Background: an optimization exercise with open tools, aiming at small area, a short achievable clock period and few clock cycles. Do not read the settings as production practice.
RTL that was checked went through simulation tests only; none was proved equivalent to the original.

v6:
Design geofence, start of the top module:
module geofence (clk, reset, X, Y, valid, is_inside);
input clk;
input reset;
input [9:0] X;
input [9:0] Y;
output reg valid;
output reg is_inside;
reg [3:0] ph;
reg [9:0] rx, ry;                  
reg vxs, vys;                      
reg [9:0] vxm, vym;                
reg [11:0] v3xm, v3ym;             
reg axs, ays, bxs, bys;            
reg [9:0] axm, aym, bxm, bym;
reg deg;                           
reg ins;                           
wire [10:0] dx = {1'b0, X} - {1'b0, rx};
wire [10:0] dy = {1'b0, Y} - {1'b0, ry};
wire [9:0] dxm = (dx[9:0] ^ {10{dx[10]}}) + {9'd0, dx[10]};
wire [9:0] dym = (dy[9:0] ^ {10{dy[10]}}) + {9'd0, dy[10]};
wire [11:0] d3xm = {2'b00, dxm} + {1'b0, dxm, 1'b0};
wire [11:0] d3ym = {2'b00, dym} + {1'b0, dym, 1'b0};
wire vxz = ~|vxm;
wire vyz = ~|vym;
wire vz = vxz & vyz;               
wire a1 = axs ^ vys, a2 = ays ^ vxs;
wire b1 = bxs ^ vys, b2 = bys ^ vxs;
wire az = (~|axm | vyz) & (~|aym | vxz);
wire bz = (~|bxm | vyz) & (~|bym | vxz);
wire ca = ~a1;
wire [9:0] ua_1 = ~vym;
wire [11:0] ua_2 = ~v3ym;
wire ua_3, ua_4, ua_5;
geofence_dec dua_3 (.a0(axm[0]), .a1(axm[1]), .s1(ua_3), .s2(ua_4), .s3(ua_5));
wire ua_6 = ~((ua_3 & ua_1[0]) | ua_4 | (ua_5 & ua_2[0]));
wire ua_7;
geofence_sel3 gua_7 (.s1(ua_3), .a(ua_1[1]), .s2(ua_4), .b(ua_1[0]), .s3(ua_5), .c(ua_2[1]), .y(ua_7));
wire ua_8;
geofence_sel3 gua_8 (.s1(ua_3), .a(ua_1[2]), .s2(ua_4), .b(ua_1[1]), .s3(ua_5), .c(ua_2[2]), .y(ua_8));
wire ua_9;
  ...
Size in the first run: ~1,200 cells after synthesis, roughly 120 flip-flops, ~24 I/O pins, ~0.013 mm2 of cells after synthesis.
==> flow/config.mk <==
export PLATFORM = sky130hd
export DESIGN_NAME = geofence
export DESIGN_NICKNAME = geofence
export VERILOG_FILES = /design/flow/design.v
export SDC_FILE = /design/flow/constraint.sdc
export NUM_CORES = 4
export LEC_CHECK = 0
export CAP_MARGIN = 20
export CORE_MARGIN = 2
export CORE_UTILIZATION = 60
export SETUP_SLACK_MARGIN = 5
export SLEW_MARGIN = 20
export SYNTH_HIERARCHICAL = 1
export SYNTH_MINIMUM_KEEP_SIZE = 0
==> flow/constraint.sdc <==
create_clock -name core_clock -period 10.0 [get_ports {clk}]
set_input_delay 2.0000 -clock core_clock [delete_from_list [all_inputs] [get_ports {clk}]]
set_output_delay 2.0000 -clock core_clock [all_outputs]
set_load 0.01 [all_outputs]
run.sh (not shown) runs the stock make flow with config.mk's settings and CLKGATE_MAP_FILE= SYNTH_SCRIPT=/design/flow/synth_recipe.tcl, a recipe that flattens the netlist after the stock synthesis.
Here is what was changed in the inputs of v7 compared with v6.
- CORE_UTILIZATION: 60 -> 40
[summary]
Between v6 and v7, average detailed-routed wire length per instance is lower for v7, v6 comes in above that.
Die area of v7 exceeds that of v6 by more than a quarter.
Per the comparison of v7 with v6, routing usage on met1 went down 16 points, worst-margin pin slew went down 0.24 ns, detailed-route wire length on metal 1 went up about 8%.
Diff v6 and v7: total routing resource utilization after global routing higher in v6
The worst setup slack in v7 was higher than what v6 gave.
No run of this note included a check of the RTL's function; only the layout flow was run.

---

geofence, a different RTL version from the one above (not shown whole).
Size: about 1400 cells after synthesis, ~24 I/O pins.
Settings: LEC_CHECK=0, CAP_MARGIN=20, CORE_MARGIN=2, CORE_UTILIZATION=60, PLACE_DENSITY=0.8, SETUP_SLACK_MARGIN=5, SLEW_MARGIN=20, SYNTH_HIERARCHICAL=1, SYNTH_MINIMUM_KEEP_SIZE=0; clock period 10.0 ns.
The starting point ran to the end with no violations.
Testbench counts at the start, summed over its fixed seeds: cycles 21,600.
Then changed:
--- a/flow/config.mk
+++ b/flow/config.mk
@@ -9,7 +9,8 @@
 export CORE_MARGIN = 2
 export CORE_UTILIZATION = 60
-export PLACE_DENSITY = 0.8
+export GPL_ROUTABILITY_DRIVEN = 0
 export SETUP_SLACK_MARGIN = 5
 export SLEW_MARGIN = 20
 export SYNTH_HIERARCHICAL = 1
 export SYNTH_MINIMUM_KEEP_SIZE = 0
+export TNS_END_PERCENT = 0
Outcome:
- final cell count fell by 2.3%
- via count fell by 9.2%
- routed wire length fell by 11%
- critical path depth fell by 1
- synthesized area stays the same
- die area stays the same

-- separate check: timing with driven ports --
Ports are ideal in the flow. The routed layouts listed here were re-timed in OpenROAD. Step 1, drivers: a clkbuf_16 drives clk and a buf_2 each remaining input, both assumed. Step 2 moves the port delays by t, midway between the first and last clock arrival at a register: inputs arrive t later, outputs are due t later. That takes back most of the time a late clock gives input paths. Slacks: no drivers / after step 1 / after step 2; pairs: no drivers / after step 1.
run | t, ns | setup WS [ns] | worst setup path after step 2 | worst slew at a driven data input, ns
v6 | 0.456 | 3.875 / 3.875 / 3.672 | input to register | 0.06
v7 | 0.458 | 3.994 / 3.994 / 3.848 | input to register | 0.06
the first run of note 2 | 0.387 | 4.054 / 4.054 / 4.054 | register to register | 0.04
the second run of note 2 | 0.382 | 4.354 / 4.354 / 4.190 | input to register | 0.03
After both steps setup and hold are still met in every run listed. The setup slack of v6, which loses most, moves by 0.000 ns with the drivers and by -0.203 ns with both steps.
